This design comes from an exercise in tuning for a short achievable clock period and few clock cycles on the open sky130 flow, not from production work.
At most, simulation tests tie the RTL to the original design; equivalence was not proved.
No functional check of the RTL was part of runs 2, 4 and 5.
In every run shown here, the design's own scripts or RTL, not TritonCTS, make the clock network.
The clock input has no modelled driver; a real chip could not lean on it and would need a root buffer or a full tree.
Power and IR drop assume default switching activity.

[design/flow/design.v]
`timescale 1ns / 1ps
module cpu_top (
    input wire clk,
    input wire rst,
    output wire [15:0] mem_addr,
    input wire [7:0] mem_rdata,
    output wire [7:0] mem_wdata,
    output wire mem_we,
    output wire [7:0] out_value,
    output wire halted
);
    reg [15:0] ma;        
    reg [15:0] pc;        
    reg [7:0]  wd;        
    reg [7:0]  dr;        
    reg [7:0]  m0;
    reg [7:0]  a, b, c;
    reg [7:0]  outr;
    reg        we;
    reg        hlt;        
    reg        frz;        
    reg        first;
    reg        st_boot, st_op, st_aft, st_lo, st_data;
    reg        k_lda, k_sta;              
    reg        w_a, w_b, w_c;             
    reg sel_c;                                    
    reg a_add, a_and, a_xor, a_or, a_mov, a_cma, a_shl, a_shr;
    reg y_x, y_inv, y_cin;                        
    reg b_inc, b_dec, b_fa, b_fc;
    reg c_inc, c_dec, c_fa, c_fb;
    assign mem_addr  = ma;
    assign mem_wdata = wd;
    assign mem_we    = we;
    assign out_value = outr;
    assign halted    = hlt;
    wire [7:0] d = mem_rdata;
    wire dr_mvi_a = dr == 8'h3E;
    wire dr_mvi_b = dr == 8'h06;
    wire dr_mvi_c = dr == 8'h0E;
    wire dr_lda   = dr == 8'h3A;
    wire dr_sta   = dr == 8'h32;
    wire dr_jmp   = dr == 8'hC3;
    wire dr_multi = dr_mvi_a | dr_mvi_b | dr_mvi_c | dr_lda | dr_sta | dr_jmp;
    wire run     = ~frz;
    wire byte_op = st_op | (st_aft & ~dr_multi);    
    wire dec1    = st_aft & ~dr_multi;              
    wire opnd1   = st_aft & dr_multi;               
    wire is_hlt  = run & byte_op & (d == 8'h76);    
    wire [7:0] x   = sel_c ? c : b;
    wire [7:0] y   = (x & {8{y_x}}) ^ {8{y_inv}};
    wire [7:0] sum = a + y + {7'b0, y_cin};
    wire [7:0] a_n = ({8{a_add}} & sum)
                   | ({8{a_and}} & (a & x))
                   | ({8{a_xor}} & (a ^ x))
                   | ({8{a_or}}  & (a | x))
                   | ({8{a_mov}} & x)
                   | ({8{a_cma}} & ~a)
                   | ({8{a_shl}} & {a[6:0], 1'b0})
                   | ({8{a_shr}} & {1'b0, a[7:1]});
    wire a_w = a_add | a_and | a_xor | a_or | a_mov | a_cma | a_shl | a_shr;
    wire [7:0] b_id = b + (b_inc ? 8'h01 : 8'hFF);
    wire [7:0] c_id = c + (c_inc ? 8'h01 : 8'hFF);
    wire [7:0] b_n = (b_inc | b_dec) ? b_id : (b_fa ? a : c);
    wire [7:0] c_n = (c_inc | c_dec) ? c_id : (c_fa ? a : b);
    wire b_w = b_inc | b_dec | b_fa | b_fc;
    wire c_w = c_inc | c_dec | c_fa | c_fb;
    wire [15:0] pc_inc = pc + 16'd1;
    always @(posedge clk) begin
        if (st_boot) begin
            a <= 8'h00; b <= 8'h00; c <= 8'h00;
        end else begin
            if (w_a) a <= dr;
            else if (a_w) a <= a_n;
            if (w_b) b <= dr;
            else if (b_w) b <= b_n;
            if (w_c) c <= dr;
            else if (c_w) c <= c_n;
        end
        if (st_boot) ma <= 16'h0000;
        else if (run) begin
            if (opnd1 && dr_jmp) ma <= {d, m0};
            else if (st_lo) ma <= {dr, d};
            else if (st_data) ma <= pc;
            else ma <= pc_inc;
        end
        if (st_boot) pc <= 16'h0000;
        else if (run) begin
            if (opnd1 && dr_jmp) pc <= {d, m0};
            else if (!st_data) pc <= pc_inc;
        end
        wd <= a;
        if (run) dr <= d;
        if (first) m0 <= d;
    end
    always @(posedge clk or posedge rst) begin
        if (rst) begin
            outr <= 8'h00;
            {sel_c, a_add, a_and, a_xor, a_or, a_mov, a_cma, a_shl, a_shr} <= 9'b0;
            {y_x, y_inv, y_cin} <= 3'b0;
            {b_inc, b_dec, b_fa, b_fc, c_inc, c_dec, c_fa, c_fb} <= 8'b0;
            we <= 1'b0; hlt <= 1'b0; frz <= 1'b0; first <= 1'b0;
            st_boot <= 1'b1; st_op <= 1'b0; st_aft <= 1'b0; st_lo <= 1'b0; st_data <= 1'b0;
            k_lda <= 1'b0; k_sta <= 1'b0;
            w_a <= 1'b0; w_b <= 1'b0; w_c <= 1'b0;
        end else begin
            if (b_inc) outr <= b_id;
            sel_c <= dr[0] | (dr == 8'h48);
            a_add <= run && dec1 && (dr == 8'h80 || dr == 8'h81 || dr == 8'h90 || dr == 8'h91 ||
                                     dr == 8'h3C || dr == 8'h3D);
            y_x   <= dr[7];
            y_inv <= (dr[7] & dr[4]) | (dr == 8'h3D);
            y_cin <= (dr[7] & dr[4]) | (dr == 8'h3C);
            a_and <= run && dec1 && (dr == 8'hA0 || dr == 8'hA1);
            a_xor <= run && dec1 && (dr == 8'hA8 || dr == 8'hA9);
            a_or  <= run && dec1 && (dr == 8'hB0 || dr == 8'hB1);
            a_mov <= run && dec1 && (dr == 8'h78 || dr == 8'h79);
            a_cma <= run && dec1 && (dr == 8'h2F);
            a_shl <= run && dec1 && (dr == 8'h17);
            a_shr <= run && dec1 && (dr == 8'h1F);
            b_inc <= run && dec1 && (dr == 8'h04);
            b_dec <= run && dec1 && (dr == 8'h05);
            b_fa  <= run && dec1 && (dr == 8'h47);
            b_fc  <= run && dec1 && (dr == 8'h41);
            c_inc <= run && dec1 && (dr == 8'h0C);
            c_dec <= run && dec1 && (dr == 8'h0D);
            c_fa  <= run && dec1 && (dr == 8'h4F);
            c_fb  <= run && dec1 && (dr == 8'h48);
            first <= st_boot;
            frz <= frz | is_hlt;
            hlt <= frz | (is_hlt & ~(st_aft & dr == 8'h04));
            if (run) begin
                we <= st_lo & k_sta;
                if (opnd1) begin
                    k_lda <= dr_lda;
                    k_sta <= dr_sta;
                end
                w_a <= (opnd1 & dr_mvi_a) | (st_data & k_lda);
                w_b <= opnd1 & dr_mvi_b;
                w_c <= opnd1 & dr_mvi_c;
                st_boot <= 1'b0;
                st_op   <= st_boot | (opnd1 & ~(dr_lda | dr_sta)) | st_data;
                st_aft  <= byte_op;
                st_lo   <= opnd1 & (dr_lda | dr_sta);
                st_data <= st_lo;
            end else begin
                we <= 1'b0;
                w_a <= 1'b0; w_b <= 1'b0; w_c <= 1'b0;
            end
        end
    end
endmodule
[design/flow/flow/run.sh]
#!/bin/bash
set -euo pipefail
source flow/settings.sh
bash standard.sh synth > synth.log 2>&1
bash standard.sh SETUP_SLACK_MARGIN=$MARGIN place > place.log 2>&1
bash standard.sh SETUP_SLACK_MARGIN=$MARGIN CLK_NBUF=$CLK_NBUF CLK_BUFCELL=$CLK_BUFCELL CLK_INV1=${CLK_INV1:-} CLK_INV2=${CLK_INV2:-} \
  RUN_SCRIPT=$PWD/flow/cts.tcl RUN_LOG_NAME_STEM=4_1_cts run > cts.log 2>&1
bash standard.sh SETUP_SLACK_MARGIN=$MARGIN do-4_cts do-route > route.log 2>&1
bash standard.sh SETUP_SLACK_MARGIN=$MARGIN finish > finish.log 2>&1
[design/flow/flow/cts.tcl]
# Clock tree of one level: the clock port drives NBUF clock buffers (or
# pairs of inverters), each placed at the middle of a balanced group of the
# registers it clocks. Then
# the usual post-CTS legalisation and timing repair, as ORFS's cts.tcl does.
utl::set_metrics_stage "cts__{}"
source $::env(SCRIPTS_DIR)/load.tcl
erase_non_stage_variables cts
load_design 3_place.odb 3_place.sdc

set nbuf $::env(CLK_NBUF)
set bufcell $::env(CLK_BUFCELL)
set block [ord::get_db_block]
set clknet [$block findNet clk]

# clock sinks with their locations
set sinks {}
foreach it [$clknet getITerms] {
  set inst [$it getInst]
  set bb [$inst getBBox]
  set x [expr {([$bb xMin] + [$bb xMax]) / 2}]
  set y [expr {([$bb yMin] + [$bb yMax]) / 2}]
  lappend sinks [list $x $y [$inst getName] [[$it getMTerm] getName]]
}
puts "clock sinks: [llength $sinks]"

# split into nbuf groups of equal size: by x into columns, then by y
proc split_groups {items n axis} {
  if {$n <= 1} { return [list $items] }
  set s [lsort -integer -index $axis $items]
  set n1 [expr {$n / 2}]
  set k [expr {([llength $s] * $n1 + $n / 2) / $n}]
  set na [expr {1 - $axis}]
  return [concat [split_groups [lrange $s 0 [expr {$k - 1}]] $n1 $na] \
                 [split_groups [lrange $s $k end] [expr {$n - $n1}] $na]]
}
set groups [split_groups $sinks $nbuf 0]

set i 0
foreach g $groups {
  set sx 0; set sy 0
  foreach s $g { incr sx [lindex $s 0]; incr sy [lindex $s 1] }
  set cx [expr {$sx / [llength $g]}]
  set cy [expr {$sy / [llength $g]}]
  set bname "clkbuf_one_$i"
  set nname "clknet_one_$i"
  set net [odb::dbNet_create $block $nname]
  $net setSigType CLOCK
  if {$bufcell eq "inv"} {
    # two inverters in a row: a small one at the port's side, a big one
    # driving the group
    set i1 [odb::dbInst_create $block [[ord::get_db] findMaster $::env(CLK_INV1)] "clkinv_one_a$i"]
    set i2 [odb::dbInst_create $block [[ord::get_db] findMaster $::env(CLK_INV2)] "clkinv_one_b$i"]
    set mid [odb::dbNet_create $block "clknet_mid_$i"]
    $mid setSigType CLOCK
    [$i1 findITerm A] connect $clknet
    [$i1 findITerm Y] connect $mid
    [$i2 findITerm A] connect $mid
    [$i2 findITerm Y] connect $net
    set placed [list $i1 $i2]
  } else {
    set inst [odb::dbInst_create $block [[ord::get_db] findMaster $bufcell] $bname]
    [$inst findITerm A] connect $clknet
    [$inst findITerm X] connect $net
    set placed [list $inst]
  }
  foreach s $g {
    set it [[$block findInst [lindex $s 2]] findITerm [lindex $s 3]]
    $it disconnect
    $it connect $net
  }
  foreach inst $placed {
    $inst setLocation $cx $cy
    $inst setPlacementStatus PLACED
  }
  puts "group $i: [llength $g] sinks, buffer at $cx $cy"
  incr i
}
$clknet setSigType CLOCK

# Move each output port's buffer next to the register that drives it, so the
# register drives a short wire and the buffer drives the long one to the pin.
foreach port [get_ports -filter "direction==output"] {
  set pname [get_full_name $port]
  set drv [get_pins -of_objects [get_nets $pname] -filter "direction==output"]
  if {[llength $drv] != 1} { continue }
  set buf [get_cells -of_objects $drv]
  set in [get_pins -of_objects $buf -filter "direction==input"]
  set src [get_pins -of_objects [get_nets -of_objects $in] -filter "direction==output"]
  if {[llength $src] != 1} { continue }
  set ff [sta::sta_to_db_inst [get_cells -of_objects $src]]
  set bi [sta::sta_to_db_inst $buf]
  set loc [$ff getLocation]
  $bi setLocation [lindex $loc 0] [lindex $loc 1]
  puts "moved [$bi getName] next to [$ff getName] for $pname"
}

set_propagated_clock [all_clocks]
log_cmd estimate_parasitics -placement

set_placement_padding -global \
  -left $::env(CELL_PAD_IN_SITES_DETAIL_PLACEMENT) \
  -right $::env(CELL_PAD_IN_SITES_DETAIL_PLACEMENT)
detailed_placement
log_cmd estimate_parasitics -placement
report_clock_latency
set_dont_use $::env(DONT_USE_CELLS)

repair_timing_helper
detailed_placement
check_placement -verbose
report_clock_latency
report_worst_slack -max
report_worst_slack -min

report_metrics 4 "cts final"
orfs_write_db $::env(RESULTS_DIR)/4_1_cts.odb
orfs_write_sdc $::env(RESULTS_DIR)/4_cts.sdc
[design/flow/flow/settings.sh]
MARGIN=8.4
CLK_NBUF=4
CLK_BUFCELL=inv
CLK_INV1=sky130_fd_sc_hd__clkinv_8
CLK_INV2=sky130_fd_sc_hd__clkinv_16
[design/flow/standard.sh]
#!/bin/bash
# synth_recipe.tcl (not shown) runs the flow's synth.tcl, then flattens the netlist and writes it again
# the make line also repeats each setting of config.mk as NAME=value (left out here)
make -C /OpenROAD-flow-scripts/flow DESIGN_CONFIG=/design/flow/config.mk WORK_HOME=/design/flow/orfs CLKGATE_MAP_FILE= SYNTH_SCRIPT=/design/flow/synth_recipe.tcl "${@:-finish}"
[design/flow/config.mk]
export PLATFORM = sky130hd
export DESIGN_NAME = cpu_top
export DESIGN_NICKNAME = cpu_top
export VERILOG_FILES = /design/flow/design.v
export SDC_FILE = /design/flow/constraint.sdc
export NUM_CORES = 4
export LEC_CHECK = 0
export ABC_CLOCK_PERIOD_IN_PS = 2500
export CAP_MARGIN = 20
export CORE_MARGIN = 2
export CORE_UTILIZATION = 40
export SLEW_MARGIN = 20
export SYNTH_MEMORY_MAX_BITS = 262144
[design/flow/constraint.sdc]
create_clock -name core_clock -period 11.0 [get_ports {clk}]
set_input_delay 2.2000 -clock core_clock [delete_from_list [all_inputs] [get_ports {clk}]]
set_output_delay 2.2000 -clock core_clock [all_outputs]
set_load 0.01 [all_outputs]
==> results of run 1 <==
routing by layer:
| layer | vias to the layer above | global-route usage [%] | wire [um] |
|---|---|---|---|
| met4 | 0 | 3.19 | 300 |
| met1 | 3084 | 27.5 | 9000 |
| met2 | 127 | 35.7 | 10000 |
| met5 | - | 0 | 0 |
| met3 | 22 | 1.59 | 627 |
| li1 | 3061 | - | - |
repair_timing:
action,in CTS,in global routing
pin swaps,28,27
buffers inserted,14,10
gates resized for setup,280,49
endpoints found under the setup margin,127,79
endpoints found under the hold margin,0,0
gates cloned,3,0
synth_stat cells (all sizes together), types with 14 or more instances:
master  count
ha         35
o21ai      48
nor3       25
clkbuf     43
dfxtp      64
nand3      14
a221oi     18
mux2       14
edfxtp     16
xnor2      24
mux2i      16
a21oi      86
a211oi     24
xor2       16
inv        49
dfrtp      41
nor2       91
nand2      86
buf        15
cell usage in the layout (no fill, tap or decap), types with 5 or more instances in the layout:
master / synthesis / routed
mux2_2: 14 / 12
a211oi_1: 24 / 20
buf_6: 3 / 35
nor4_1: 6 / 5
a21oi_1: 86 / 74
xor2_1: 16 / 15
a221oi_1: 18 / 11
nor2_1: 90 / 89
buf_12: 0 / 8
a311oi_1: 8 / 5
a21o_1: 8 / 8
a21oi_2: 0 / 11
and3_1: 7 / 7
o21ai_0: 47 / 38
ha_1: 35 / 35
a31oi_1: 5 / 5
or3_1: 6 / 6
nand3_1: 14 / 14
dfrtp_1: 41 / 38
o21ai_1: 1 / 6
dfxtp_2: 0 / 24
mux2i_1: 16 / 16
nor3_1: 23 / 21
nand2_2: 0 / 5
nand2_4: 1 / 7
nand2_1: 85 / 73
dfxtp_1: 64 / 40
xnor2_1: 24 / 23
inv_1: 49 / 43
a22oi_1: 9 / 6
buf_4: 2 / 21
edfxtp_1: 16 / 16
a221oi_2: 0 / 7
clkinvlp_4: 0 / 5
flip-flops by register name, indices dropped and copies added, names as in the netlist, 8 cells and up:
signal	count
ma	16
pc	16
a	8
b	8
c	8
dr	8
m0	8
outr	8
wd	8
stage by stage:
step           hold slack (ns)  instances  total power (W)  cell area (um^2)
6_report                 0.483       1101          0.00118              8620
3_3_place_gp             0.465       1066         0.000923              7850
3_5_place_dp             0.468       1066         0.000924              7850
2_1_floorplan            0.377        848         0.000814              7370
5_1_grt                  0.489       1101          0.00126              8620
cells by family after synthesis:
kind of cell             share of synthesized area (%)
flip-flops                                        38.7
multiplexers                                      4.37
adder cells (fa/ha/maj)                           7.13
AO/OA/AOI/OAI                                     20.4
AND/OR/NAND/NOR                                   18.5
buffers and inverters                             6.09
XOR/XNOR                                          4.82
where the power goes:
| part | internal, W | switching, W |
|---|---|---|
| Sequential | 0.000507 | 0.0000699 |
| Combinational | 0.000194 | 0.000192 |
| Clock | 0.0000485 | 0.000165 |
| Total | 0.000749 | 0.000427 |
path summary, 6_finish.rpt:
path	from	end	slack (ns)	depth (start not counted)
min in group asynchronous	rst	w_c	2.25	2
hold reg to reg	ma[6]	ma[6]	0.48	2
setup / recovery	outr[7]	out_value[7]	8.13	1
max in group asynchronous	rst	st_boot	8.47	3
setup reg to reg	sel_c	a[6]	8.29	13
hold / removal	ma[6]	ma[6]	0.48	2
area by class of cell:
cell class              instances  area, um^2  share of cell area [%]
well taps                     229         287                    3.32
repair inverters                3        22.5                   0.261
multi-input cells             619        4310                    50.0
flip-flops and latches        122        2850                    33.0
inverters                      57         384                    4.45
repair buffers                 71         773                    8.97
==> flow_summary.toml, run 1 <==
[timing]
worstMarginPinSlew_ns = 1.06
layout_setup_ws_ns = 8.13
rsz0062_at_grt = "yes"
slew_viol_final = 0
setup-violations-final = 0
fmax_ghz = 0.349
hold_viol_final = 0
period_minus_slack_ns = 2.87
fin_crit_sh_pct = 26.1
tns_ns = 0
slew_headroom_pct = 28.6
clock_skew_ns = 0.0167

[synth]
synth.area.top_cells = "dfxtp_1 18%, dfrtp_1 14%, edfxtp_1 6.6%"
yosysTopAreaCellShare_pct = 17.6
synth_area_leader_cell = "dfxtp_1"
synth-main-ff-cell = "dfxtp_1"
synth_edf_count = 16
synth.cell_area_mm2 = 0.00727
postSynthCellCount = 848
ys_warn_count = 1
synth_nets = 897
yosysSeqAreaShare_pct = 38.7
yosys_register_bits = 122
async_flop_share_pct = 34.4
syn_area_per_cell_um2 = 8.57
synth_cell_types = 69

[pwr]
p_leak_nw = 3.49
power_density_mw_per_mm2 = 136
vdd_drop_max_v = 0.000106

[final_layout]
syn_to_final_growth_pct = 18.7
fin_nets = 923
diodes = 0
fin_util_pct = 48.2
drive_gt1_share_pct = 23.1
fillers = 1763

[floorplanning]
die_y_um = 139
coreArea_mm2 = 0.0179
die_x_um = 139
io_pins = 44
fp-row-count = 49
start_util_pct = 40.6
dieArea_mm2 = 0.0193

[setup_path]
path_cells = "buf_2"
cpPeakStageDelay_ns = 0.38
critical_path.top_delay_family = "flip-flops"
cp-start-kind = "register"
criticalPathCategory = "reg -> out"
slowest_stage = "dfrtp_1"
path_buf_inv = 1
critPathMaxFanout = 2
cp_data_arrival_time_ns = 0.67
required_ns = 8.80
end_kind = "primary output"

[status]
outcome = "timing/DRC/antenna clean"

[drt]
ant_nets = 0
first_iter_violations = 397
routed_wl_mm = 19.9
wl_per_cell_um = 18.1
vias = 6294
dr.pass1.iters = 5
via_per_inst = 5.72
drc_errors = 0

[global_routing]
grt_usage_pct = 20.1
antenna_found_initial = 0
grt_remaining_overflow = 0
grt_max_degree = 62
grt_pass1_vias = 6041
grt_pass1_wl_mm = 32.4

[cts]
clk_pin_slew_ns = 0.08
clock_latency_ns = 0.14
hold_buffers = 0

[placement]
post-place-ws_ns = 7.48
place.gp.congestion = 0.848
port_buffers = 43
dpl.hpwl_mm = 13.1

[run]
cap_violations = 0

[worst_hold_path]
hp-class = "reg -> reg"
Testbench counts, summed over its fixed seeds: cycles 42,401.
==> run 2: changes to the inputs <==
--- a/design/flow/design.v
+++ b/design/flow/design.v
@@ -65,6 +65,23 @@
     wire b_w = b_inc | b_dec | b_fa | b_fc;
     wire c_w = c_inc | c_dec | c_fa | c_fb;
     wire [15:0] pc_inc = pc + 16'd1;
+    wire jmp  = opnd1 & dr_jmp;
+    wire keep = st_data | st_boot;                  
+    wire [7:0] ma_lo_o = jmp ? m0 : (keep ? pc[7:0] : pc_inc[7:0]);
+    wire [7:0] ma_hi_o = st_lo ? dr : (keep ? pc[15:8] : pc_inc[15:8]);
+    wire [7:0] pc_lo_n = jmp ? m0 : (keep ? pc[7:0] : pc_inc[7:0]);
+    wire [7:0] pc_hi_o = keep ? pc[15:8] : pc_inc[15:8];
+    always @(posedge clk or posedge rst) begin
+        if (rst) begin
+            ma <= 16'h0000;
+            pc <= 16'h0000;
+        end else begin
+            ma[7:0]  <= st_lo ? d : ma_lo_o;
+            ma[15:8] <= jmp ? d : ma_hi_o;
+            pc[7:0]  <= pc_lo_n;
+            pc[15:8] <= jmp ? d : pc_hi_o;
+        end
+    end
     always @(posedge clk) begin
         if (st_boot) begin
             a <= 8'h00; b <= 8'h00; c <= 8'h00;
@@ -76,20 +93,8 @@
             if (w_c) c <= dr;
             else if (c_w) c <= c_n;
         end
-        if (st_boot) ma <= 16'h0000;
-        else if (run) begin
-            if (opnd1 && dr_jmp) ma <= {d, m0};
-            else if (st_lo) ma <= {dr, d};
-            else if (st_data) ma <= pc;
-            else ma <= pc_inc;
-        end
-        if (st_boot) pc <= 16'h0000;
-        else if (run) begin
-            if (opnd1 && dr_jmp) pc <= {d, m0};
-            else if (!st_data) pc <= pc_inc;
-        end
         wd <= a;
-        if (run) dr <= d;
+        dr <= d;
         if (first) m0 <= d;
     end
     always @(posedge clk or posedge rst) begin
==> run 2 against run 1 <==
- still clean on timing, DRC and antenna
- critical path depth increased by 4
- global-route usage up 0.85 points
- clock skew is 0.0071 ns higher
- utilization rose by 0.20 points
- fmax shrank 12%
- critical path type is now in -> reg
==> flow_summary.toml, run 2 <==
[placement]
dpl.hpwl_mm = 12.8
port_buffers = 43
place.gp.congestion = 0.862

[synth]
syn_area_per_cell_um2 = 9.41
postSynthCellCount = 731
yosysSeqAreaShare_pct = 42.1
async_flop_share_pct = 60.7
synth_common_cells = "73 x dfrtp_1, 67 x nor2_1, 52 x a21oi_1, 51 x nand2_1, 40 x dfxtp_1"
synth_nets = 780
synth_area_leader_cell = "dfrtp_1"
synth_cell_types = 73
yosysMostFrequentCell = "dfrtp_1"
synth-main-ff-cell = "dfrtp_1"
synth.area.top_cells = "dfrtp_1 27%, dfxtp_1 12%, ha_1 6.4%"
yosys_register_bits = 122
ys_warn_count = 1
synth_edf_count = 8
yosysTopAreaCellShare_pct = 26.6
synth.cell_area_mm2 = 0.00688

[drt]
vias = 5836
drc_errors = 0
routed_wl_mm = 19.2
wl_per_cell_um = 19.6
via_per_inst = 5.94
ant_nets = 0
first_iter_violations = 489
dr.pass1.iters = 8

[run]
cap_violations = 0

[pwr]
p_leak_nw = 3.31
power_density_mw_per_mm2 = 129
vdd_drop_max_v = 0.000118

[cts]
hold_buffers = 0
clk_pin_slew_ns = 0.08
clock_latency_ns = 0.15

[status]
outcome = "timing/DRC/antenna clean"

[floorplanning]
die_y_um = 135
start_util_pct = 41.2
dieArea_mm2 = 0.0183
die_x_um = 135
fp-row-count = 47
io_pins = 44
coreArea_mm2 = 0.0167

[final_layout]
regArea_mm2 = 0.00291
fillers = 1580
multi_input_area_mm2 = 0.00382
syn_to_final_growth_pct = 17.4
fin_util_pct = 48.4
final_common_cell = "dfrtp_1"
final_cell_mix = "71 x dfrtp_1, 63 x nor2_1, 50 x nand2_1"
drive_gt1_share_pct = 20.2
reg_top3 = "ma x16, pc x16"
fin_nets = 813
diodes = 0

[worst_hold_path]
hp-class = "reg -> reg"

[timing]
worstMarginPinSlew_ns = 0.810
slew_viol_final = 0
hold_viol_final = 0
fin_crit_sh_pct = 29.5
period_minus_slack_ns = 3.25
fmax_ghz = 0.308
clock_skew_ns = 0.0238
rsz0062_at_grt = "yes"
setup-violations-final = 0
slew_headroom_pct = 45.9
tns_ns = 0

[setup_path]
slowest_stage = "or4_4"
cp-start-kind = "input port"
criticalPathCategory = "in -> reg"
critPathMaxFanout = 2
critical_path.most_common_cell = "o21bai_1"
end_kind = "register"
required_ns = 11.04
path_cells = "buf_8 -> nand4b_1 -> or4_4 -> o21bai_1 -> o21bai_1"
cpPeakStageDelay_ns = 0.45
cp_data_arrival_time_ns = 3.29

[global_routing]
antenna_found_initial = 0
grt_remaining_overflow = 0
grt_usage_pct = 21.0
grt_pass1_wl_mm = 31.2
grt_max_degree = 41
grt_pass1_vias = 5832
## run 2: timing repair
item,4_1_cts,5_1_grt
buffers inserted,11,3
resized for setup,213,45
pin swaps,11,14
gates cloned,7,0
setup endpoints to repair,165,65
## run 2: cell type report
cell class	instances	area share, %
inverter	48	4.23
multi-input combinational	526	47.3
sequential	122	36.0
tap	220	3.41
timing repair buffer	66	9.03
## run 2: where the power goes
| part | total, W | leakage [nW] | internal [W] | switching, W |
|---|---|---|---|---|
| registers | 0.000548 | 1.36 | 0.000495 | 0.0000525 |
| logic | 0.000278 | 1.88 | 0.000136 | 0.000142 |
| clock network | 0.000217 | 0.0732 | 0.0000486 | 0.000168 |
| total | 0.00104 | 3.31 | 0.000680 | 0.000363 |
## run 2: per-stage QoR
step | total power, W | std cells | instance area, um^2 | worst slack, ns | hold slack, ns
3_5_place_dp | 0.000813 | 953 | 7440 | 7.16 | 0.453
2_1_floorplan | 0.000720 | 731 | 6910 | 7.92 | 0.329
6_report | 0.00104 | 982 | 8080 | 7.75 | 0.458
5_1_grt | 0.00110 | 982 | 8080 | 7.76 | 0.473
3_3_place_gp | 0.000808 | 953 | 7440 | 7.22 | 0.454
## run 2: kinds of logic after synthesis
group	after synthesis	share of synthesized area, %
simple gates	226	16.4
compound gates	188	18.8
flops	122	42.1
buf+inv	83	4.75
fa+ha+maj	39	7.53
mux	38	5.95
xor+xnor	35	4.46
## run 2: final timing paths
path / startpoint / end / slack (ns) / depth (start not counted)
min in group asynchronous: rst / b_fc / 2.34 / 4
max: mem_rdata[3] / hlt / 7.75 / 5
min reg2reg: a[6] / wd[6] / 0.46 / 0
min: a[6] / wd[6] / 0.46 / 0
max in group asynchronous: rst / pc[5] / 8.39 / 4
max reg2reg: sel_c / a[6] / 8.35 / 11
## run 2: metal layers
| layer | vias to the layer above | part of all wire (%) | track usage [%] |
|---|---|---|---|
| met5 | - | 0 | 0 |
| met4 | 0 | 2.3 | 5.38 |
| met3 | 27 | 4.9 | 1.80 |
| met2 | 192 | 48 | 35.0 |
| met1 | 2882 | 45 | 29.6 |
| li1 | 2735 | - | - |
## run 2: worst max-delay path, delay by kind of cell
family          cells  cell delay [ns]
simple gates        2             0.64
compound gates      2             0.36
buf+inv             1             0.10
==> run 3: changes to the inputs <==
--- a/design/flow/design.v
+++ b/design/flow/design.v
@@ -65,23 +65,6 @@
     wire b_w = b_inc | b_dec | b_fa | b_fc;
     wire c_w = c_inc | c_dec | c_fa | c_fb;
     wire [15:0] pc_inc = pc + 16'd1;
-    wire jmp  = opnd1 & dr_jmp;
-    wire keep = st_data | st_boot;                  
-    wire [7:0] ma_lo_o = jmp ? m0 : (keep ? pc[7:0] : pc_inc[7:0]);
-    wire [7:0] ma_hi_o = st_lo ? dr : (keep ? pc[15:8] : pc_inc[15:8]);
-    wire [7:0] pc_lo_n = jmp ? m0 : (keep ? pc[7:0] : pc_inc[7:0]);
-    wire [7:0] pc_hi_o = keep ? pc[15:8] : pc_inc[15:8];
-    always @(posedge clk or posedge rst) begin
-        if (rst) begin
-            ma <= 16'h0000;
-            pc <= 16'h0000;
-        end else begin
-            ma[7:0]  <= st_lo ? d : ma_lo_o;
-            ma[15:8] <= jmp ? d : ma_hi_o;
-            pc[7:0]  <= pc_lo_n;
-            pc[15:8] <= jmp ? d : pc_hi_o;
-        end
-    end
     always @(posedge clk) begin
         if (st_boot) begin
             a <= 8'h00; b <= 8'h00; c <= 8'h00;
@@ -93,8 +76,20 @@
             if (w_c) c <= dr;
             else if (c_w) c <= c_n;
         end
+        if (st_boot) ma <= 16'h0000;
+        else if (run) begin
+            if (opnd1 && dr_jmp) ma <= {d, m0};
+            else if (st_lo) ma <= {dr, d};
+            else if (st_data) ma <= pc;
+            else ma <= pc_inc;
+        end
+        if (st_boot) pc <= 16'h0000;
+        else if (run) begin
+            if (opnd1 && dr_jmp) pc <= {d, m0};
+            else if (!st_data) pc <= pc_inc;
+        end
         wd <= a;
-        dr <= d;
+        if (run) dr <= d;
         if (first) m0 <= d;
     end
     always @(posedge clk or posedge rst) begin
==> design/flow/flow/run.sh (replaced) <==
#!/bin/bash
set -euo pipefail
source flow/settings.sh
bash standard.sh synth > synth.log 2>&1
bash standard.sh SETUP_SLACK_MARGIN=$MARGIN place > place.log 2>&1
bash standard.sh SETUP_SLACK_MARGIN=$MARGIN CLK_NBUF=$CLK_NBUF CLK_BUFCELL=$CLK_BUFCELL CLK_INV1=${CLK_INV1:-} CLK_INV2=${CLK_INV2:-} \
  RUN_SCRIPT=$PWD/flow/cts.tcl RUN_LOG_NAME_STEM=4_1_cts run > cts.log 2>&1
bash standard.sh SETUP_SLACK_MARGIN=$MARGIN POST_GLOBAL_ROUTE_TCL=$PWD/flow/size.tcl do-4_cts do-route > route.log 2>&1
bash standard.sh SETUP_SLACK_MARGIN=$MARGIN finish > finish.log 2>&1
==> design/flow/flow/size.tcl (new file) <==
# After global routing: for each output port, try the drive strengths of the
# port's buffer and of the register behind it, and keep the pair that gives
# the port the most slack without lowering the worst slack; then legalise,
# update the global routes and rewrite the route guides.
log_cmd estimate_parasitics -global_routing

proc sizes_of {cell} {
  if {[regexp {^(sky130_fd_sc_hd__(?:buf|dfxtp|dfrtp))_\d+$} $cell -> base]} {
    if {[string match *buf $base]} { return [list ${base}_1 ${base}_2 ${base}_4 ${base}_6 ${base}_8] }
    return [list ${base}_1 ${base}_2 ${base}_4]
  }
  return [list $cell]
}

foreach port [get_ports -filter "direction==output"] {
  set pname [get_full_name $port]
  set drv [get_pins -of_objects [get_nets $pname] -filter "direction==output"]
  if {[llength $drv] != 1} { continue }
  set buf [get_cells -of_objects $drv]
  set in [get_pins -of_objects $buf -filter "direction==input"]
  set src [get_pins -of_objects [get_nets -of_objects $in] -filter "direction==output"]
  if {[llength $src] != 1} { continue }
  set ff [get_cells -of_objects $src]
  set b0 [get_property $buf ref_name]
  set f0 [get_property $ff ref_name]
  set ws0 [sta::worst_slack_cmd max]
  set best_ps [get_property $port slack_max]
  set best [list $b0 $f0]
  foreach bc [sizes_of $b0] {
    foreach fc [sizes_of $f0] {
      replace_cell $buf $bc
      replace_cell $ff $fc
      set ws [sta::worst_slack_cmd max]
      set ps [get_property $port slack_max]
      if {$ws >= [expr {min($ws0, $ps) - 1e-13}] && $ps > $best_ps + 0.002} {
        set best_ps $ps
        set best [list $bc $fc]
      }
    }
  }
  replace_cell $buf [lindex $best 0]
  replace_cell $ff [lindex $best 1]
  if {$best ne [list $b0 $f0]} {
    puts "size $pname: $b0 $f0 -> $best, slack [format %.3f $best_ps]"
  }
}

log_cmd global_route -start_incremental
log_cmd detailed_placement
log_cmd global_route -end_incremental
log_cmd estimate_parasitics -global_routing
puts "worst slack after sizing: [sta::worst_slack_cmd max]"
write_guides $::env(RESULTS_DIR)/route.guide
==> run 3 against run 2 <==
- largest power group unchanged
- fmax rose by 13%
- register-to-register slack got worse by 0.07 ns
- sequential power is 5.1% higher
- combinational power increased by 39%
- utilization shrank 0.39 points
==> flow_summary.toml, run 3 <==
[status]
outcome = "timing/DRC/antenna clean"

[timing]
slew_viol_final = 0
hold_viol_final = 0
tns_ns = 0
slew_headroom_pct = 27.6
fmax_ghz = 0.349
worstMarginPinSlew_ns = 1.08
fin_crit_sh_pct = 26.0
setup-violations-final = 0
period_minus_slack_ns = 2.86
clock_skew_ns = 0.0167

[drt]
via_per_inst = 5.71
drc_errors = 0
dr.pass1.iters = 5
first_iter_violations = 424
vias = 6283
wl_per_cell_um = 18.2
ant_nets = 0
routed_wl_mm = 20.0

[global_routing]
antenna_found_initial = 0
grt_remaining_overflow = 0
grt_pass1_wl_mm = 32.4
grt_pass1_vias = 6041
grt_max_degree = 62
grt_usage_pct = 20.1

[floorplanning]
dieArea_mm2 = 0.0193
fp-row-count = 49
die_x_um = 139
coreArea_mm2 = 0.0179
die_y_um = 139
start_util_pct = 40.6
io_pins = 44

[setup_path]
cp-start-kind = "register"
path_buf_inv = 1
end_kind = "primary output"
critical_path.top_delay_family = "flip-flops"
cp_data_arrival_time_ns = 0.66
critPathMaxFanout = 2
cpPeakStageDelay_ns = 0.36
slowest_stage = "dfrtp_1"
criticalPathCategory = "reg -> out"
required_ns = 8.80
path_cells = "buf_1"

[synth]
yosysTopAreaCellShare_pct = 17.6
postSynthCellCount = 848
synth_cell_types = 69
ys_warn_count = 1
synth-main-ff-cell = "dfxtp_1"
synth.area.top_cells = "dfxtp_1 18%, dfrtp_1 14%, edfxtp_1 6.6%"
syn_area_per_cell_um2 = 8.57
synth.cell_area_mm2 = 0.00727
yosysSeqAreaShare_pct = 38.7
async_flop_share_pct = 34.4
synth_nets = 897
yosysMostFrequentCell = "nor2_1"
yosys_register_bits = 122
synth_common_cells = "90 x nor2_1, 86 x a21oi_1, 85 x nand2_1, 64 x dfxtp_1, 49 x inv_1"
synth_area_leader_cell = "dfxtp_1"
synth_edf_count = 16

[pwr]
finalPower_w = 0.00118
power_density_mw_per_mm2 = 137
p_leak_nw = 3.46
vdd_drop_max_v = 0.000106

[final_layout]
syn_to_final_growth_pct = 18.2
diodes = 0
drive_gt1_share_pct = 21.7
fin_nets = 923
final_cell_mix = "89 x nor2_1, 74 x a21oi_1, 73 x nand2_1"
final_common_cell = "nor2_1"
reg_top3 = "ma x16, pc x16"

[worst_hold_path]
hp-class = "reg -> reg"

[cts]
ctsResizeCount = 280
clk_pin_slew_ns = 0.08
post_cts_buffers = 14
hold_buffers = 0
clock_latency_ns = 0.14

[placement]
dpl.hpwl_mm = 13.1
port_buffers = 43
place.gp.congestion = 0.848

[run]
cap_violations = 0
## run 3: changes by cell type after synthesis, sizes merged, moves of 24 or more
cell   previous run  this run
nand2            51        86
a21oi            52        86
dfrtp            73        41
dfxtp            40        64
nor2             67        91
o21ai            24        48
## run 3: final cells by class
cell class | count | area (um^2)
Fill cell | 1772 | 9310
Inverter | 57 | 384
Multi-Input combinational cell | 619 | 4310
Sequential cell | 122 | 2840
Tap cell | 229 | 287
Timing Repair Buffer | 71 | 747
Timing Repair inverter | 3 | 22.5
## run 3: metrics by stage
step / hold slack (ns) / cell area, um^2 / setup WS, ns / cells / util (%)
after floorplan: 0.377 / 7370 / 8.28 / 848 / -
after global placement: 0.465 / 7850 / 7.52 / 1066 / 43.8
after detailed placement: 0.468 / 7850 / 7.48 / 1066 / 43.8
final: 0.483 / 8590 / 8.14 / 1101 / 48.0
## run 3: power by group
group	internal, W	switching [W]
Combinational	0.000194	0.000192
Clock	0.0000485	0.000166
Sequential	0.000507	0.0000698
Total	0.000749	0.000428
## run 3: tightest hold or removal path, delay by kind of cell, from the launching register on
kind                   cells  cell delay (ns)
buffers and inverters      1             0.06
AO/OA/AOI/OAI              1             0.06
flip-flops                 1             0.33
## run 3: worst paths after layout
| check | cells past startpoint | start | to | slack (ns) |
|---|---|---|---|---|
| max | 1 | outr[7] | out_value[7] | 8.14 |
| min in group asynchronous | 2 | rst | w_c | 2.24 |
| max reg2reg | 13 | sel_c | a[6] | 8.28 |
| max in group asynchronous | 3 | rst | st_boot | 8.48 |
| min reg2reg | 2 | ma[13] | ma[13] | 0.48 |
| min | 2 | ma[13] | ma[13] | 0.48 |
## run 3: routing by layer
metal	vias to the layer above	part of all wire (%)	global-route usage, %
met3	26	3.4	1.59
met1	3076	45	27.5
met2	119	50	35.7
met4	0	1.6	3.19
met5	-	0	0
li1	3062	-	-
## run 3: kinds of logic (layout without fill, tap and decap cells)
group	Yosys count	in the layout	synth area share (%)
compound gates	235	235	20.4
xor+xnor	40	40	4.82
fa+ha+maj	39	39	7.13
buf+inv	107	131	6.09
flops	122	122	38.7
mux	30	30	4.37
simple gates	275	275	18.5
Testbench counts of run 3, summed over its fixed seeds: cycles 42,401.
==> run 4: changes to the inputs <==
==> design/flow/design.v (replaced) <==
`timescale 1ns / 1ps
module cpu_top (
    input wire clk,
    input wire rst,
    output wire [15:0] mem_addr,
    input wire [7:0] mem_rdata,
    output wire [7:0] mem_wdata,
    output wire mem_we,
    output wire [7:0] out_value,
    output wire halted
);
    reg [15:0] ma;        
    reg [15:0] pc;        
    reg [15:0] pa;        
    reg [7:0]  wd;        
    reg [7:0]  dr;        
    reg [7:0]  m0;
    reg [7:0]  a, b, c;
    reg [7:0]  outr;
    reg        we;
    reg        hlt;        
    reg        frz;        
    reg        first;
    reg        st_boot, st_op, st_aft, st_lo, st_data, bub;
    reg        pend;                      
    reg        k_sta;                     
    reg        w_b, w_c, w_a;             
    reg sel_c;                                    
    reg a_add, a_and, a_xor, a_or, a_mov, a_cma, a_shl, a_shr;
    reg y_x, y_inv, y_cin;                        
    reg b_inc, b_dec, b_fa, b_fc;
    reg c_inc, c_dec, c_fa, c_fb;
    assign mem_addr  = ma;
    assign mem_wdata = wd;
    assign mem_we    = we;
    assign out_value = outr;
    assign halted    = hlt;
    wire [7:0] d = mem_rdata;
    wire dr_mvi_a = dr == 8'h3E;
    wire dr_mvi_b = dr == 8'h06;
    wire dr_mvi_c = dr == 8'h0E;
    wire dr_lda   = dr == 8'h3A;
    wire dr_sta   = dr == 8'h32;
    wire dr_jmp   = dr == 8'hC3;
    wire dr_multi = dr_mvi_a | dr_mvi_b | dr_mvi_c | dr_lda | dr_sta | dr_jmp;
    wire dr_rd_a  = dr == 8'h80 || dr == 8'h81 || dr == 8'h90 || dr == 8'h91 ||
                    dr == 8'hA0 || dr == 8'hA1 || dr == 8'hA8 || dr == 8'hA9 ||
                    dr == 8'hB0 || dr == 8'hB1 || dr == 8'h47 || dr == 8'h4F ||
                    dr == 8'h3C || dr == 8'h3D || dr == 8'h2F || dr == 8'h17 ||
                    dr == 8'h1F;
    wire dr_wr_a  = dr == 8'h78 || dr == 8'h79;   
    wire run     = ~frz;
    wire adv     = run & ~bub;                      
    wire byte_op = st_op | (st_aft & ~dr_multi);    
    wire dec1    = st_aft & ~dr_multi;              
    wire opnd1   = st_aft & dr_multi;               
    wire is_hlt  = adv & byte_op & (d == 8'h76);    
    wire ld_lo   = st_lo & ~k_sta;                  
    wire resolve = adv & pend & ((dec1 & dr_rd_a) | (opnd1 & dr_sta));
    wire ex = ~bub;
    wire [7:0] x   = sel_c ? c : b;
    wire [7:0] y   = (x & {8{y_x}}) ^ {8{y_inv}};
    wire [7:0] sum = a + y + {7'b0, y_cin};
    wire [7:0] a_n = ({8{a_add}} & sum)
                   | ({8{a_and}} & (a & x))
                   | ({8{a_xor}} & (a ^ x))
                   | ({8{a_or}}  & (a | x))
                   | ({8{a_mov}} & x)
                   | ({8{a_cma}} & ~a)
                   | ({8{a_shl}} & {a[6:0], 1'b0})
                   | ({8{a_shr}} & {1'b0, a[7:1]});
    wire a_w = ex & (a_add | a_and | a_xor | a_or | a_mov | a_cma | a_shl | a_shr);
    wire [7:0] b_id = b + (b_inc ? 8'h01 : 8'hFF);
    wire [7:0] c_id = c + (c_inc ? 8'h01 : 8'hFF);
    wire [7:0] b_n = (b_inc | b_dec) ? b_id : (b_fa ? a : c);
    wire [7:0] c_n = (c_inc | c_dec) ? c_id : (c_fa ? a : b);
    wire b_w = ex & (b_inc | b_dec | b_fa | b_fc);
    wire c_w = ex & (c_inc | c_dec | c_fa | c_fb);
    wire [15:0] pc_inc = pc + 16'd1;
    always @(posedge clk) begin
        if (st_boot) begin
            a <= 8'h00; b <= 8'h00; c <= 8'h00;
        end else begin
            if (bub) a <= d;
            else if (w_a) a <= dr;
            else if (a_w) a <= a_n;
            if (w_b) b <= dr;
            else if (b_w) b <= b_n;
            if (w_c) c <= dr;
            else if (c_w) c <= c_n;
        end
        if (st_boot) ma <= 16'h0000;
        else if (bub) ma <= pc;
        else if (run) begin
            if (resolve) ma <= pa;
            else if (opnd1 && dr_jmp) ma <= {d, m0};
            else if (st_lo && k_sta) ma <= {dr, d};
            else if (st_data) ma <= pc;
            else ma <= pc_inc;
        end
        if (st_boot) pc <= 16'h0000;
        else if (adv) begin
            if (opnd1 && dr_jmp) pc <= {d, m0};
            else if (!st_data) pc <= pc_inc;
        end
        if (adv && ld_lo) pa <= {dr, d};
        wd <= a;
        if (adv) dr <= d;
        if (first) m0 <= d;
    end
    always @(posedge clk or posedge rst) begin
        if (rst) begin
            outr <= 8'h00;
            {sel_c, a_add, a_and, a_xor, a_or, a_mov, a_cma, a_shl, a_shr} <= 9'b0;
            {y_x, y_inv, y_cin} <= 3'b0;
            {b_inc, b_dec, b_fa, b_fc, c_inc, c_dec, c_fa, c_fb} <= 8'b0;
            we <= 1'b0; hlt <= 1'b0; frz <= 1'b0; first <= 1'b0;
            st_boot <= 1'b1; st_op <= 1'b0; st_aft <= 1'b0; st_lo <= 1'b0; st_data <= 1'b0;
            bub <= 1'b0; pend <= 1'b0; k_sta <= 1'b0;
            w_a <= 1'b0; w_b <= 1'b0; w_c <= 1'b0;
        end else begin
            if (ex && b_inc) outr <= b_id;
            if (!bub) begin
                sel_c <= dr[0] | (dr == 8'h48);
                a_add <= run && dec1 && (dr == 8'h80 || dr == 8'h81 || dr == 8'h90 || dr == 8'h91 ||
                                         dr == 8'h3C || dr == 8'h3D);
                y_x   <= dr[7];
                y_inv <= (dr[7] & dr[4]) | (dr == 8'h3D);
                y_cin <= (dr[7] & dr[4]) | (dr == 8'h3C);
                a_and <= run && dec1 && (dr == 8'hA0 || dr == 8'hA1);
                a_xor <= run && dec1 && (dr == 8'hA8 || dr == 8'hA9);
                a_or  <= run && dec1 && (dr == 8'hB0 || dr == 8'hB1);
                a_mov <= run && dec1 && (dr == 8'h78 || dr == 8'h79);
                a_cma <= run && dec1 && (dr == 8'h2F);
                a_shl <= run && dec1 && (dr == 8'h17);
                a_shr <= run && dec1 && (dr == 8'h1F);
                b_inc <= run && dec1 && (dr == 8'h04);
                b_dec <= run && dec1 && (dr == 8'h05);
                b_fa  <= run && dec1 && (dr == 8'h47);
                b_fc  <= run && dec1 && (dr == 8'h41);
                c_inc <= run && dec1 && (dr == 8'h0C);
                c_dec <= run && dec1 && (dr == 8'h0D);
                c_fa  <= run && dec1 && (dr == 8'h4F);
                c_fb  <= run && dec1 && (dr == 8'h48);
            end
            if (bub) pend <= 1'b0;
            else if (adv) begin
                if (ld_lo) pend <= 1'b1;
                else if ((dec1 & dr_wr_a) | (opnd1 & dr_mvi_a)) pend <= 1'b0;
            end
            bub <= resolve;
            first <= st_boot;
            frz <= frz | is_hlt;
            hlt <= frz | (is_hlt & ~(st_aft & dr == 8'h04));
            if (adv) begin
                we <= st_lo & k_sta;
                if (opnd1) k_sta <= dr_sta;
                w_a <= opnd1 & dr_mvi_a;
                w_b <= opnd1 & dr_mvi_b;
                w_c <= opnd1 & dr_mvi_c;
                st_boot <= 1'b0;
                st_op   <= st_boot | (opnd1 & ~(dr_lda | dr_sta)) | st_data | ld_lo;
                st_aft  <= byte_op;
                st_lo   <= opnd1 & (dr_lda | dr_sta);
                st_data <= st_lo & k_sta;
            end else begin
                we <= 1'b0;
                w_a <= 1'b0; w_b <= 1'b0; w_c <= 1'b0;
            end
        end
    end
endmodule
==> design/flow/flow/run.sh (replaced) <==
#!/bin/bash
set -euo pipefail
source flow/settings.sh
bash standard.sh synth > synth.log 2>&1
bash standard.sh SETUP_SLACK_MARGIN=$MARGIN place > place.log 2>&1
bash standard.sh SETUP_SLACK_MARGIN=$MARGIN CLK_NBUF=$CLK_NBUF CLK_BUFCELL=$CLK_BUFCELL CLK_INV1=${CLK_INV1:-} CLK_INV2=${CLK_INV2:-} \
  RUN_SCRIPT=$PWD/flow/cts.tcl RUN_LOG_NAME_STEM=4_1_cts run > cts.log 2>&1
bash standard.sh SETUP_SLACK_MARGIN=$MARGIN do-4_cts do-route > route.log 2>&1
bash standard.sh SETUP_SLACK_MARGIN=$MARGIN finish > finish.log 2>&1
removed: design/flow/flow/size.tcl
==> run 4 against run 3 <==
- worst setup slack lost 0.071 ns
- register-to-register slack lost 0.13 ns
- clock skew is 0.0029 ns lower
- first-iteration DRC count is 65% higher
- flip-flop and latch count grew 17
- total power is 15% higher
- design area rose by 18%
- die area rose by 14%
- cell count grew 16%
- sequential share of layout area is 0.14 points higher
- critical path type is now in -> reg
==> flow_summary.toml, run 4 <==
[status]
outcome = "timing/DRC/antenna clean"

[drt]
via_per_inst = 6.05
met3_length_mm = 1.93
first_iter_violations = 701
dr.pass1.iters = 7
ant_nets = 0
vias = 7714
wl_met1_mm = 12.3
routed_wl_mm = 26.9
met2_length_mm = 12.1
wl_per_cell_um = 21.1
highest_layer = "met4"
drc_errors = 0

[floorplanning]
die_y_um = 148
start_util_pct = 41.0
coreArea_mm2 = 0.0204
die_x_um = 148
dieArea_mm2 = 0.0221
fp-row-count = 52
io_pins = 44

[setup_path]
critical_path.top_delay_family = "simple AND/OR/NAND/NOR gates"
path_buf_inv = 1
critPathMaxFanout = 4
path_cells = "buf_12 -> nor2b_1 -> or4_1 -> nor2b_1 -> mux2i_1 -> nand2_1"
cp-start-kind = "input port"
cpPeakStageDelay_ns = 0.42
cp_data_arrival_time_ns = 3.03
required_ns = 11.09
criticalPathCategory = "in -> reg"
r2r-start = "sel_c"
slowest_stage = "or4_1"
worst-r2r-setup-slack_ns = 8.15
critPathLaunch = "mem_rdata[7]"
critical_path.most_common_cell = "nor2b_1"
end_kind = "register"

[final_layout]
fin_nets = 1057
final_common_cell = "nor2_1"
final_cell_mix = "99 x nor2_1, 89 x nand2_1, 80 x a21oi_1"
fillers = 1905
syn_to_final_growth_pct = 20.9
drive_gt1_share_pct = 22.9
reg_top3 = "ma x16, pa x16, pc x16"
fin_util_pct = 49.6
diodes = 0

[placement]
place.gp.congestion = 0.878
port_buffers = 43
post-place-ws_ns = 7.09
dpl.hpwl_mm = 16.7

[timing]
slew_headroom_pct = 49.9
worstMarginPinSlew_ns = 0.752
tns_ns = 0
slew_viol_final = 0
fin_crit_sh_pct = 26.7
period_minus_slack_ns = 2.94
layout_setup_ws_ns = 8.06
setup-violations-final = 0
rsz0062_at_grt = "yes"
clock_skew_ns = 0.0138
fmax_ghz = 0.341
hold_ws_ns = 0.488
hold_viol_final = 0

[synth]
synth_xor_area_share_pct = 4.09
synth_top_family_by_area = "compound AO/OA/AOI/OAI gates"
postSynthCellCount = 966
synth_nets = 1015
muxShareOfSynthArea_pct = 4.39
syn_area_per_cell_um2 = 8.65
synth_cell_types = 74
synth_compound_area_share_pct = 22.6
synth.area.top_cells = "dfxtp_1 15%, dfrtp_1 13%, edfxtp_1 12%"
yosysMostFrequentCell = "nor2_1"
ys_warn_count = 1
synth_area_leader_cell = "dfxtp_1"
yosysSeqAreaShare_pct = 39.7
async_flop_share_pct = 30.9
synth.cell_area_mm2 = 0.00835
synth-main-ff-cell = "dfxtp_1"
synth_common_cells = "102 x nor2_1, 94 x nand2_1, 93 x a21oi_1, 65 x o21ai_0, 64 x dfxtp_1"
synth_edf_count = 32
yosys_register_bits = 139
synthAdderAreaFrac_pct = 6.20
synthSimpleGateAreaFrac_pct = 17.4
yosysTopAreaCellShare_pct = 15.3

[cts]
hold_buffers = 0
clk_pin_slew_ns = 0.09
clock_latency_ns = 0.14

[global_routing]
antenna_found_initial = 0
grt_usage_pct = 24.0
grt_max_degree = 63
grt_pass1_vias = 7281
grt_remaining_overflow = 0
grt_pass1_wl_mm = 42.6

[pwr]
power_density_mw_per_mm2 = 133
vdd_drop_max_v = 0.0000927
p_leak_nw = 4.06

[worst_hold_path]
hp-class = "reg -> reg"
worstHoldStart = "outr[0]"

[run]
cap_violations = 0
## run 4: cell types whose count changed in the layout (fill, tap and decap cells not counted), moves of 8 or more
| cell | previous run | this run |
|---|---|---|
| a41oi_1 | 0 | 8 |
| buf_4 | 21 | 35 |
| buf_6 | 32 | 45 |
| edfxtp_1 | 16 | 32 |
| inv_1 | 43 | 34 |
| nand2_1 | 73 | 89 |
| nand4_1 | 4 | 13 |
| nor2_1 | 89 | 99 |
## run 4: metal layers
layer	GRT usage [%]	vias to the layer above
met2	36.6	298
li1	-	3595
met5	0	-
met1	36.1	3776
met3	3.19	45
met4	5.86	0
## run 4: timing repair
action	CTS	global route
gates resized for setup	294	67
endpoints found under the setup margin	141	88
setup buffers	27	23
pin swaps	23	34
gates cloned	4	0
endpoints found under the hold margin	0	0
## run 4: logic make-up (layout without fill, tap and decap cells)
group / count (synthesis) / after routing
and+or+nand+nor: 311 / 311
AOI/OAI and AO/OA: 288 / 289
DFF: 139 / 139
buffers and inverters: 115 / 154
adders and majority gates: 39 / 39
xor gates and xnor gates: 39 / 39
muxes: 35 / 35
## run 4: path summary, 6_finish.rpt
| kind | depth (start not counted) | to |
|---|---|---|
| worst max-delay path | 6 | a[7] |
| worst min-delay path | 2 | outr[0] |
| worst max register to register | 12 | a[1] |
| worst min register to register | 2 | outr[0] |
| max in group asynchronous | 3 | st_boot |
| min in group asynchronous | 2 | first |
## run 4: stage by stage
step	power, W	cells	area (um^2)
after floorplan	0.000914	966	8470
after global placement	0.00105	1214	8990
after detailed placement	0.00106	1214	8990
after global routing	0.00143	1276	10100
final	0.00135	1276	10100
## run 4: tightest hold or removal path: stages, from the launching register on
cell and delay (ns):
dfrtp_1 0.35, nand2_1 0.04, o21ai_0 0.06
## run 4: area by class of cell
cell class / instances / area (um^2) / area share [%]
multi-input combinational: 713 / 4920 / 48.8
sequential: 139 / 3350 / 33.2
timing repair buffer: 102 / 1100 / 10.9
inverter: 49 / 363 / 3.59
tap: 270 / 338 / 3.34
timing repair inverter: 3 / 22.5 / 0.223
## run 4: power by group
part           internal, W  switching (W)  total [W]  leakage, nW
clock            0.0000493       0.000187   0.000237       0.0732
combinational     0.000212       0.000213   0.000425         2.57
sequential        0.000588      0.0000981   0.000686         1.41
total             0.000850       0.000498    0.00135         4.06
==> run 5: changes to the inputs <==
==> design/flow/design.v (replaced) <==
`timescale 1ns / 1ps
module cpu_top (
    input wire clk,
    input wire rst,
    output wire [15:0] mem_addr,
    input wire [7:0] mem_rdata,
    output wire [7:0] mem_wdata,
    output wire mem_we,
    output wire [7:0] out_value,
    output wire halted
);
    reg [15:0] ma;        
    reg [15:0] pc;        
    reg [15:0] pa;        
    reg [7:0]  wd;        
    reg [7:0]  dr;        
    reg [7:0]  dh;        
    reg [7:0]  m0;
    reg [7:0]  a, b, c;
    reg [7:0]  outr;
    reg        we;
    reg        hlt;        
    reg        frz;        
    reg        first;
    reg        st_boot, st_op, st_aft, st_lo, st_data, bub, pb;    
    reg        pend;                      
    reg        k_sta;                     
    reg        w_b, w_c, w_a;             
    reg sel_c;                                    
    reg a_add, a_and, a_xor, a_or, a_mov, a_cma, a_shl, a_shr;
    reg y_x, y_inv, y_cin;                        
    reg b_inc, b_dec, b_fa, b_fc;
    reg c_inc, c_dec, c_fa, c_fb;
    assign mem_addr  = ma;
    assign mem_wdata = wd;
    assign mem_we    = we;
    assign out_value = outr;
    assign halted    = hlt;
    wire [7:0] d = mem_rdata;
    wire [7:0] drx = pb ? dh : dr;
    wire dr_mvi_a = drx == 8'h3E;
    wire dr_mvi_b = drx == 8'h06;
    wire dr_mvi_c = drx == 8'h0E;
    wire dr_lda   = drx == 8'h3A;
    wire dr_sta   = drx == 8'h32;
    wire dr_jmp   = drx == 8'hC3;
    wire dr_multi = dr_mvi_a | dr_mvi_b | dr_mvi_c | dr_lda | dr_sta | dr_jmp;
    wire dr_rd_a  = drx == 8'h80 || drx == 8'h81 || drx == 8'h90 || drx == 8'h91 ||
                    drx == 8'hA0 || drx == 8'hA1 || drx == 8'hA8 || drx == 8'hA9 ||
                    drx == 8'hB0 || drx == 8'hB1 || drx == 8'h47 || drx == 8'h4F ||
                    drx == 8'h3C || drx == 8'h3D || drx == 8'h2F || drx == 8'h17 ||
                    drx == 8'h1F;
    wire dr_wr_a  = drx == 8'h78 || drx == 8'h79;   
    wire run     = ~frz;
    wire adv     = run & ~bub;                      
    wire byte_op = st_op | (st_aft & ~dr_multi);    
    wire dec1    = st_aft & ~dr_multi;              
    wire opnd1   = st_aft & dr_multi;               
    wire is_hlt  = adv & byte_op & (d == 8'h76);    
    wire ld_lo   = st_lo & ~k_sta;                  
    wire resolve = adv & pend & ((dec1 & dr_rd_a) | (opnd1 & dr_sta));
    wire ex = ~bub;
    wire [7:0] ao  = pb ? dr : a;                   
    wire [7:0] x   = sel_c ? c : b;
    wire [7:0] y   = (x & {8{y_x}}) ^ {8{y_inv}};
    wire [7:0] sum = ao + y + {7'b0, y_cin};
    wire [7:0] a_n = ({8{a_add}} & sum)
                   | ({8{a_and}} & (ao & x))
                   | ({8{a_xor}} & (ao ^ x))
                   | ({8{a_or}}  & (ao | x))
                   | ({8{a_mov}} & x)
                   | ({8{a_cma}} & ~ao)
                   | ({8{a_shl}} & {ao[6:0], 1'b0})
                   | ({8{a_shr}} & {1'b0, ao[7:1]});
    wire a_w = ex & (a_add | a_and | a_xor | a_or | a_mov | a_cma | a_shl | a_shr);
    wire [7:0] b_id = b + (b_inc ? 8'h01 : 8'hFF);
    wire [7:0] c_id = c + (c_inc ? 8'h01 : 8'hFF);
    wire [7:0] b_n = (b_inc | b_dec) ? b_id : (b_fa ? ao : c);
    wire [7:0] c_n = (c_inc | c_dec) ? c_id : (c_fa ? ao : b);
    wire b_w = ex & (b_inc | b_dec | b_fa | b_fc);
    wire c_w = ex & (c_inc | c_dec | c_fa | c_fb);
    wire [15:0] pc_inc = pc + 16'd1;
    always @(posedge clk) begin
        if (st_boot) begin
            a <= 8'h00; b <= 8'h00; c <= 8'h00;
        end else begin
            if (a_w) a <= a_n;
            else if (w_a | pb) a <= dr;
            if (w_b) b <= dr;
            else if (b_w) b <= b_n;
            if (w_c) c <= dr;
            else if (c_w) c <= c_n;
        end
        if (st_boot) ma <= 16'h0000;
        else if (bub) ma <= pc;
        else if (run) begin
            if (resolve) ma <= pa;
            else if (opnd1 && dr_jmp) ma <= {d, m0};
            else if (st_lo && k_sta) ma <= {drx, d};
            else if (st_data) ma <= pc;
            else ma <= pc_inc;
        end
        if (st_boot) pc <= 16'h0000;
        else if (adv) begin
            if (opnd1 && dr_jmp) pc <= {d, m0};
            else if (!st_data) pc <= pc_inc;
        end
        if (adv && ld_lo) pa <= {drx, d};
        wd <= ao;
        dr <= d;
        if (bub) dh <= dr;
        if (first) m0 <= d;
    end
    always @(posedge clk or posedge rst) begin
        if (rst) begin
            outr <= 8'h00;
            {sel_c, a_add, a_and, a_xor, a_or, a_mov, a_cma, a_shl, a_shr} <= 9'b0;
            {y_x, y_inv, y_cin} <= 3'b0;
            {b_inc, b_dec, b_fa, b_fc, c_inc, c_dec, c_fa, c_fb} <= 8'b0;
            we <= 1'b0; hlt <= 1'b0; frz <= 1'b0; first <= 1'b0;
            st_boot <= 1'b1; st_op <= 1'b0; st_aft <= 1'b0; st_lo <= 1'b0; st_data <= 1'b0;
            bub <= 1'b0; pb <= 1'b0; pend <= 1'b0; k_sta <= 1'b0;
            w_a <= 1'b0; w_b <= 1'b0; w_c <= 1'b0;
        end else begin
            if (ex && b_inc) outr <= b_id;
            if (!bub) begin
                sel_c <= drx[0] | (drx == 8'h48);
                a_add <= run && dec1 && (drx == 8'h80 || drx == 8'h81 || drx == 8'h90 || drx == 8'h91 ||
                                         drx == 8'h3C || drx == 8'h3D);
                y_x   <= drx[7];
                y_inv <= (drx[7] & drx[4]) | (drx == 8'h3D);
                y_cin <= (drx[7] & drx[4]) | (drx == 8'h3C);
                a_and <= run && dec1 && (drx == 8'hA0 || drx == 8'hA1);
                a_xor <= run && dec1 && (drx == 8'hA8 || drx == 8'hA9);
                a_or  <= run && dec1 && (drx == 8'hB0 || drx == 8'hB1);
                a_mov <= run && dec1 && (drx == 8'h78 || drx == 8'h79);
                a_cma <= run && dec1 && (drx == 8'h2F);
                a_shl <= run && dec1 && (drx == 8'h17);
                a_shr <= run && dec1 && (drx == 8'h1F);
                b_inc <= run && dec1 && (drx == 8'h04);
                b_dec <= run && dec1 && (drx == 8'h05);
                b_fa  <= run && dec1 && (drx == 8'h47);
                b_fc  <= run && dec1 && (drx == 8'h41);
                c_inc <= run && dec1 && (drx == 8'h0C);
                c_dec <= run && dec1 && (drx == 8'h0D);
                c_fa  <= run && dec1 && (drx == 8'h4F);
                c_fb  <= run && dec1 && (drx == 8'h48);
            end
            if (bub) pend <= 1'b0;
            else if (adv) begin
                if (ld_lo) pend <= 1'b1;
                else if ((dec1 & dr_wr_a) | (opnd1 & dr_mvi_a)) pend <= 1'b0;
            end
            bub <= resolve;
            pb  <= bub;
            first <= st_boot;
            frz <= frz | is_hlt;
            hlt <= frz | (is_hlt & ~(st_aft & drx == 8'h04));
            if (adv) begin
                we <= st_lo & k_sta;
                if (opnd1) k_sta <= dr_sta;
                w_a <= opnd1 & dr_mvi_a;
                w_b <= opnd1 & dr_mvi_b;
                w_c <= opnd1 & dr_mvi_c;
                st_boot <= 1'b0;
                st_op   <= st_boot | (opnd1 & ~(dr_lda | dr_sta)) | st_data | ld_lo;
                st_aft  <= byte_op;
                st_lo   <= opnd1 & (dr_lda | dr_sta);
                st_data <= st_lo & k_sta;
            end else begin
                we <= 1'b0;
                w_a <= 1'b0; w_b <= 1'b0; w_c <= 1'b0;
            end
        end
    end
endmodule
==> run 5 against run 4 <==
- still clean on timing, DRC and antenna
- design area is 5.3% higher
- global-route usage is 1.6 points lower
- area after synthesis grew 6.6%
- worst setup slack worse by 0.078 ns
- worst hold slack improved by 0.00070 ns
- die area grew 6.4%
- utilization shrank 0.87 points
- sequential power fell by 4.4%
- via count increased by 1.8%
- clock power grew 3%
- largest cell class unchanged
==> flow_summary.toml, run 5 <==
[setup_path]
cp_data_arrival_time_ns = 3.05
worst-r2r-setup-slack_ns = 8.21
critPathMaxFanout = 3
reg2regPathDepth = 9
critPathLaunch = "mem_rdata[0]"
end_kind = "register"
criticalPathCategory = "in -> reg"
required_ns = 11.04
cp-start-kind = "input port"
r2r-start = "pb"
reg2reg_to = "ma[3]"

[final_layout]
diodes = 0
syn_to_final_growth_pct = 19.4
drive_gt1_share_pct = 23.8
final_cell_mix = "95 x nand2_1, 95 x nor2_1, 83 x a21oi_1"
reg_top3 = "ma x16, pa x16, pc x16"
fin_nets = 1090
fillers = 2070

[synth]
yosysMostFrequentCell = "nand2_1"
synth_common_cells = "104 x nand2_1, 100 x nor2_1, 92 x a21oi_1, 72 x dfxtp_1, 55 x inv_1"
ys_warn_count = 1
synth-main-ff-cell = "dfxtp_1"
async_flop_share_pct = 29.7
synth_cell_types = 85
yosysSeqAreaShare_pct = 39.4
yosys_register_bits = 148
synth_nets = 1055
yosysTopAreaCellShare_pct = 16.2
postSynthCellCount = 1006
synth.area.top_cells = "dfxtp_1 16%, dfrtp_1 12%, edfxtp_1 11%"
syn_area_per_cell_um2 = 8.85
synth_edf_count = 32
synth.cell_area_mm2 = 0.00890
synth_area_leader_cell = "dfxtp_1"

[timing]
fin_crit_sh_pct = 27.4
fmax_ghz = 0.332
setup-violations-final = 0
slew_viol_final = 0
tns_ns = 0
rsz0062_at_grt = "yes"
worstMarginPinSlew_ns = 0.870
hold_viol_final = 0
slew_headroom_pct = 42.0
period_minus_slack_ns = 3.01
clock_skew_ns = 0.0183

[cts]
clock_latency_ns = 0.15
hold_buffers = 0
clk_pin_slew_ns = 0.09

[worst_hold_path]
worstHoldStart = "outr[0]"
min_path_cells = 2
hp-class = "reg -> reg"
hold_end = "outr[0]"

[drt]
first_iter_violations = 544
vias = 7853
routed_wl_mm = 27.3
dr.pass1.iters = 5
wl_per_cell_um = 20.7
via_per_inst = 5.95
drc_errors = 0
ant_nets = 0

[placement]
port_buffers = 43
dpl.hpwl_mm = 17.2
place.gp.congestion = 0.876

[pwr]
swShare_pct = 32.5
p_leak_nw = 4.22
p_sw_w = 0.000391
finalPower_w = 0.00120
power_density_mw_per_mm2 = 113
power_frac_clock_pct = 20.3
intPower_w = 0.000813
pwr-share-comb_pct = 25.2
pwr-share-seq_pct = 54.5
vdd_drop_max_v = 0.000113

[floorplanning]
io_pins = 44
coreArea_mm2 = 0.0218
fp-row-count = 54
die_x_um = 153
die_y_um = 153
dieArea_mm2 = 0.0235
start_util_pct = 40.8

[global_routing]
grt_max_degree = 72
grt_remaining_overflow = 0
grt_pass1_vias = 7604
antenna_found_initial = 0
grt_pass1_wl_mm = 43.1
grt_usage_pct = 22.4

[status]
outcome = "timing/DRC/antenna clean"

[run]
cap_violations = 0
run 5: worst max-delay path by stage:
stage               endpoint  slack (ns)  cells past startpoint
global placement       ma[0]        7.25                      7
global route           ma[0]        7.92                      7
floorplan              ma[0]        7.96                      6
finish                 ma[0]        7.99                      7
CTS                    ma[0]        7.99                      7
detailed placement     ma[0]        7.27                      7
run 5: logic make-up after synthesis:
group	synth area share, %
AOI/OAI and AO/OA	24.3
xor gates and xnor gates	3.74
adders and majority gates	5.82
buffers and inverters	6.10
DFF	39.4
muxes	4.17
and+or+nand+nor	16.6
run 5: worst max-delay path: stages:
cell	delay, ns
buf_12	0.11
nor2_4	0.06
a21oi_1	0.04
mux2_4	0.27
mux2i_1	0.13
o21ai_1	0.07
a22o_1	0.18
run 5: final cells by class:
class,count,area (um^2),share of cell area (%)
multi-input cells,730,5310,49.9
flip-flops and latches,148,3540,33.3
repair buffers,94,1000,9.42
inverters,64,408,3.84
well taps,280,350,3.29
repair inverters,3,22.5,0.212
run 5: power by group through the flow:
stage / Clock [W] / Combinational (W) / Sequential (W)
final: 0.000245 / 0.000304 / 0.000656
after global routing: 0.000271 / 0.000335 / 0.000661
after global placement: 0 / 0.000268 / 0.000659
after floorplan: 0 / 0.000191 / 0.000646
after CTS: 0.000253 / 0.000294 / 0.000653
after detailed placement: 0 / 0.000272 / 0.000658
run 5: metal layers:
metal	vias up	share of wire [%]	global-route usage, %
met2	236	48	37.1
li1	3733	-	-
met3	54	5.1	2.27
met4	0	3.3	6.75
met5	-	0	0
met1	3830	44	31.2
run 5: what timing repair did:
item / CTS / global route
gates cloned: 3 / 1
setup endpoints to repair: 164 / 107
pin swaps: 28 / 33
resized for setup: 306 / 58
setup buffers: 26 / 15
run 5: metrics by stage:
step,worst slack [ns],hold slack (ns),instance area (um^2),util (%),std cells
3_3_place_gp,7.25,0.465,9580,43.9,1266
3_5_place_dp,7.27,0.470,9580,43.9,1266
6_report,7.99,0.489,10600,48.7,1319
2_1_floorplan,7.96,0.388,9080,-,1006
5_1_grt,7.92,0.519,10600,48.7,1319

-- static timing again, ports no longer ideal --
No port has a modelled driver above. Below, the same layouts with a new extraction and two added sets of constraints. Step 1 (the two cells are an assumption about what drives the block):
set clk [get_ports {clk}]
set_driving_cell -lib_cell sky130_fd_sc_hd__clkbuf_16 $clk
set_driving_cell -lib_cell sky130_fd_sc_hd__buf_2 [delete_from_list [all_inputs] $clk]
Step 2, shift: input delay + t, output delay - t, t = (earliest + latest rising clock arrival at the registers) / 2. This alone moves slack from input paths to output paths. Slacks: ideal ports / drivers / drivers and shift; pairs: ideal ports / drivers.
| run | shift t [ns] | setup slack, ns | hold WS [ns] |
|---|---|---|---|
| run 1 | 0.278 | 8.134 / 7.987 / 8.034 | 0.483 / 0.483 / 0.483 |
| run 2 | 0.283 | 7.754 / 7.862 / 7.579 | 0.458 / 0.458 / 0.458 |
| run 3 | 0.279 | 8.135 / 7.988 / 8.035 | 0.483 / 0.483 / 0.483 |
| run 4 | 0.288 | 8.064 / 7.979 / 7.865 | 0.488 / 0.488 / 0.488 |
| run 5 | 0.296 | 7.986 / 7.969 / 7.794 | 0.489 / 0.489 / 0.489 |
After both steps setup and hold are still met in every run listed. The setup slack of run 4, which loses most, moves by -0.085 ns with the drivers and by -0.199 ns with both steps.
